Background: an optimization exercise with open tools, aiming at small area. Do not read the settings as production practice.
Only simulation tests tie the RTL to the original design; equivalence was not proved.
Power and IR drop assume default switching activity.

==> flow/design.v (excerpt) <==
module demosaic_g_rb_top (
	input  wire        clk,
	input  wire        rstn,
	input  wire        vsync,
	input  wire        hsync,
	input  wire [7:0]  bayer_data,
	output wire [7:0]  lb_wdata,
	input  wire [7:0]  lb_tap1,
	input  wire [7:0]  lb_tap2,
	input  wire [7:0]  lb_tap3,
	input  wire [7:0]  lb_tap4,
	input  wire [7:0]  lb_tap5,
	output wire        o_en,
	output wire [23:0] o_data
);
==> flow/config.mk <==
export PLATFORM = sky130hd
export DESIGN_NAME = demosaic_g_rb_top
export DESIGN_NICKNAME = demosaic_g_rb_top
export VERILOG_FILES = /design/flow/design.v
export SDC_FILE = /design/flow/constraint.sdc
export NUM_CORES = 4
export LEC_CHECK = 0
export CAP_MARGIN = 20
export CORE_MARGIN = 2
export CORE_UTILIZATION = 60
export CTS_BUF_LIST = sky130_fd_sc_hd__clkbuf_16
export CTS_CLUSTER_DIAMETER = 90
export CTS_CLUSTER_SIZE = 26
export PLACE_DENSITY = 0.75
export SLEW_MARGIN = 20
==> flow/constraint.sdc <==
create_clock -name core_clock -period 4.5 [get_ports {clk}]
set_input_delay 0.9000 -clock core_clock [delete_from_list [all_inputs] [get_ports {clk}]]
set_output_delay 0.9000 -clock core_clock [all_outputs]
set_load 0.01 [all_outputs]
standard.sh (not shown) runs the stock make flow with config.mk's settings and CLKGATE_MAP_FILE= SYNTH_SCRIPT=/design/flow/synth_recipe.tcl, a recipe that flattens the netlist after the stock synthesis.
==> flow/flow/run.sh <==
#!/bin/bash
# The standard layout with two changes:
#  - after the standard synthesis, the combinational cells are re-mapped for
#    area by Yosys/ABC (flow/remap.ys, flow/remap.abc); the registers are
#    left as they are (same instances, names and cells);
#  - the port buffers are made from the smallest buffer cell;
#  - the clock tree is built without dummy loads.
# Placement, clock tree, routing and their timing repair are the standard
# flow's. Each tool's full output goes to a log file of its own here; ORFS
# keeps each step's log under orfs/logs/.
set -e
export BUFFER_PORTS_ARGS="-buffer_cell sky130_fd_sc_hd__buf_1"
# the standard clock tree settings, without dummy loads
export CTS_ARGS="-sink_clustering_enable -repair_clock_nets -sink_clustering_size 26 -sink_clustering_max_diameter 90 -buf_list sky130_fd_sc_hd__clkbuf_16 -dont_use_dummy_load"
LIB="$FLOW_HOME/platforms/sky130hd/lib/sky130_fd_sc_hd__tt_025C_1v80.lib"
awk -v keep=all  -f flow/libfilter.awk "$LIB" > rmp_lib.lib
awk -v keep=comb -f flow/libfilter.awk "$LIB" > rmp_comb.lib
awk -v keep=seq  -f flow/libfilter.awk "$LIB" > rmp_seq.lib
bash standard.sh synth > standard_synth.log 2>&1
cp orfs/results/sky130hd/demosaic_g_rb_top/base/1_2_yosys.v standard_synth_netlist.v
yosys -s flow/remap.ys > remap.log 2>&1
rm -f rmp_lib.lib rmp_comb.lib rmp_seq.lib
bash standard.sh > standard.log 2>&1
==> flow/flow/remap.abc <==
strash
ifraig
dch -f
amap
mfs2
strash
dch -f
amap
topo
==> flow/flow/remap.ys <==
# Re-map the combinational cells of the standard synthesis for area. The
# registers are library cells read as black boxes, so they keep their
# instances, names and cell types; everything between them is flattened to
# logic and mapped again by ABC (flow/remap.abc) to rmp_lib.lib, the
# library without the platform's don't-use cells.
read_liberty -lib rmp_seq.lib
read_liberty -ignore_miss_func rmp_comb.lib
read_verilog orfs/results/sky130hd/demosaic_g_rb_top/base/1_2_yosys.v
hierarchy -check -top demosaic_g_rb_top
flatten
opt_clean -purge
abc -liberty rmp_lib.lib -script flow/remap.abc
opt_clean -purge
setundef -zero
hilomap -singleton -hicell sky130_fd_sc_hd__conb_1 HI -locell sky130_fd_sc_hd__conb_1 LO
splitnets
opt_clean -purge
read_liberty -lib -overwrite rmp_comb.lib
stat -liberty rmp_lib.lib
check -assert
write_verilog -noattr -noexpr -nohex -nodec orfs/results/sky130hd/demosaic_g_rb_top/base/1_2_yosys.v
Other scripts of this flow, unchanged in this note and not shown: flow/flow/libfilter.awk
==> next run, changes <==
==> flow/flow/run.sh (replaced) <==
#!/bin/bash
# The standard layout with three changes:
#  - after the standard synthesis, the combinational cells are re-mapped for
#    area by Yosys/ABC (flow/remap.ys with each script flow/remap*.abc; the
#    smallest result is kept); the registers are left as they are (same
#    instances, names and cells);
#  - the port buffers are made from the smallest buffer cell;
#  - ORFS's recover_power step (after global routing) sizes cells down on
#    paths with positive slack.
# Placement, clock tree, routing and their timing repair are the standard
# flow's. Each tool's full output goes to a log file of its own here; ORFS
# keeps each step's log under orfs/logs/.
set -e
export BUFFER_PORTS_ARGS="-buffer_cell sky130_fd_sc_hd__buf_1"
# after global routing, let ORFS size down cells on paths with positive slack
export RECOVER_POWER=100
LIB="$FLOW_HOME/platforms/sky130hd/lib/sky130_fd_sc_hd__tt_025C_1v80.lib"
awk -v keep=all  -f flow/libfilter.awk "$LIB" > rmp_lib.lib
awk -v keep=comb -f flow/libfilter.awk "$LIB" > rmp_comb.lib
awk -v keep=seq  -f flow/libfilter.awk "$LIB" > rmp_seq.lib
bash standard.sh synth > standard_synth.log 2>&1
cp orfs/results/sky130hd/demosaic_g_rb_top/base/1_2_yosys.v standard_synth_netlist.v
# try each ABC script in flow/remap*.abc and keep the smallest netlist
best=""
for s in flow/remap*.abc; do
	n=$(basename "$s" .abc)
	cp "$s" remap.abc
	yosys -s flow/remap.ys > "$n.log" 2>&1
	mv remap_out.v "$n.v"
	a=$(grep "Chip area" "$n.log" | tail -1 | awk '{print $NF}')
	echo "$n $a" >> remap_areas.log
	if [ -z "$best" ] || awk -v a="$a" -v b="$barea" 'BEGIN { exit !(a < b) }'; then
		best="$n"; barea="$a"
	fi
done
echo "kept $best" >> remap_areas.log
cp "$best.v" orfs/results/sky130hd/demosaic_g_rb_top/base/1_2_yosys.v
rm -f rmp_lib.lib rmp_comb.lib rmp_seq.lib
bash standard.sh > standard.log 2>&1
==> flow/flow/remap.ys (replaced) <==
# Re-map the combinational cells of the standard synthesis for area. The
# registers are library cells read as black boxes, so they keep their
# instances, names and cell types; everything between them is flattened to
# logic and mapped again by ABC (remap.abc, one of flow/remap*.abc) to
# rmp_lib.lib, the library without the platform's don't-use cells.
read_liberty -lib rmp_seq.lib
read_liberty -ignore_miss_func rmp_comb.lib
read_verilog standard_synth_netlist.v
hierarchy -check -top demosaic_g_rb_top
flatten
opt_clean -purge
abc -liberty rmp_lib.lib -script remap.abc
opt_clean -purge
setundef -zero
hilomap -singleton -hicell sky130_fd_sc_hd__conb_1 HI -locell sky130_fd_sc_hd__conb_1 LO
splitnets
opt_clean -purge
read_liberty -lib -overwrite rmp_comb.lib
stat -liberty rmp_lib.lib
check -assert
write_verilog -noattr -noexpr -nohex -nodec remap_out.v
==> flow/flow/remap0.abc (new file) <==
strash
dch -f
amap
mfs2
strash
dch -f
amap
topo
==> flow/flow/remap1.abc (new file) <==
strash
ifraig
dch -f
amap
mfs2
strash
dch -f
amap
topo
==> flow/flow/remap2.abc (new file) <==
strash
ifraig
dc2
dch -f
amap
mfs2
strash
ifraig
dch -f
amap
mfs2
strash
dch -f
amap
topo
==> flow/flow/remap3.abc (new file) <==
strash
dch -f
amap
mfs2
strash
dch -f
amap
mfs2
strash
dch -f
amap
mfs2
strash
dch -f
amap
topo
removed: flow/flow/remap.abc
Outcome: Now the flow finished but failed the layout checks on capacitance limit, slew limit. Synthesized area fell by 0.63%. Setup slack gets better by 30 ps. Clock skew came out lower by 18 ps. Sequential share of layout area came out higher by 0.35 points. Non-clock buffer count shrinks by 7. Global-route usage came out lower by 0.85 points. Cell area is lower by 0.73%. Total power increases by 1.7%. Routed wire length shrinks by 1.8%. Combinational power came out lower by about 4%. Utilization goes down by 0.28 points.
==> next run, changes <==
--- a/flow/flow/run.sh
+++ b/flow/flow/run.sh
@@ -1,11 +1,9 @@
 #!/bin/bash
-# The standard layout with three changes:
+# The standard layout with two changes:
 #  - after the standard synthesis, the combinational cells are re-mapped for
 #    area by Yosys/ABC (flow/remap.ys with each script flow/remap*.abc; the
 #    smallest result is kept); the registers are left as they are (same
 #    instances, names and cells);
-#  - the port buffers are made from the smallest buffer cell;
-#  - ORFS's recover_power step (after global routing) sizes cells down on
-#    paths with positive slack.
+#  - the port buffers are made from the smallest buffer cell.
 # Placement, clock tree, routing and their timing repair are the standard
 # flow's. Each tool's full output goes to a log file of its own here; ORFS
@@ -13,6 +11,4 @@
 set -e
 export BUFFER_PORTS_ARGS="-buffer_cell sky130_fd_sc_hd__buf_1"
-# after global routing, let ORFS size down cells on paths with positive slack
-export RECOVER_POWER=100
 LIB="$FLOW_HOME/platforms/sky130hd/lib/sky130_fd_sc_hd__tt_025C_1v80.lib"
 awk -v keep=all  -f flow/libfilter.awk "$LIB" > rmp_lib.lib
SETUP_SLACK_MARGIN = -0.15   (was default)
Now the flow finished clean.
Clock-buffer cell count decreases by 1.
Synthesized cell count stays the same.
Clock skew falls by 7.3 ps.
Sequential power is about the same.
==> next run, changes <==
CAP_MARGIN = 5   (was 20)
SETUP_SLACK_MARGIN = -0.3   (was -0.15)
SLEW_MARGIN = 5   (was 20)
The changed run went through all stages and came out clean. First-iteration DRC count climbs by 4.6%. Critical path depth climbs by 6. Via count drops by about 0.6%. Cell count hardly moves. Design area is about the same. Utilization drops by 0.18 points. Count of clock-buffer cells in the layout does not change. Non-clock buffer count drops by 1. Power is about the same. Setup slack gets worse by 80 ps. Fmax drops by about 1.9%.

-- separate check: timing with driven ports --
In the flow no input, the clock included, has a driving cell. The finished layouts below were timed again as built, in two steps.
Step 1 (the two cells are an assumption about what drives the block):
set clk [get_ports {clk}]
set_driving_cell -lib_cell sky130_fd_sc_hd__clkbuf_16 $clk
set_driving_cell -lib_cell sky130_fd_sc_hd__buf_2 [delete_from_list [all_inputs] $clk]
Step 2 moves the port delays by t, midway between the first and last clock arrival at a register: inputs arrive t later, outputs are due t later. That takes back most of the time a late clock gives input paths.
Three values: ideal ports, drivers, drivers and shift; two values: the first two.
run | t, ns | slack for setup (ns) | worst setup path after step 2 | worst data-port slew with drivers (ns)
the first run | 0.527 | 0.348 / 0.348 / 0.247 | input to register | 0.07
the second run | 0.538 | 0.378 / 0.378 / -0.041 | input to register | 0.06
the third run | 0.530 | 0.319 / 0.324 / -0.189 | input to register | 0.05
the fourth run | 0.530 | 0.239 / 0.239 / -0.193 | input to register | 0.05
For the third run, which loses most, drivers alone change the setup slack by +0.005 ns; drivers and shift together by -0.508 ns.
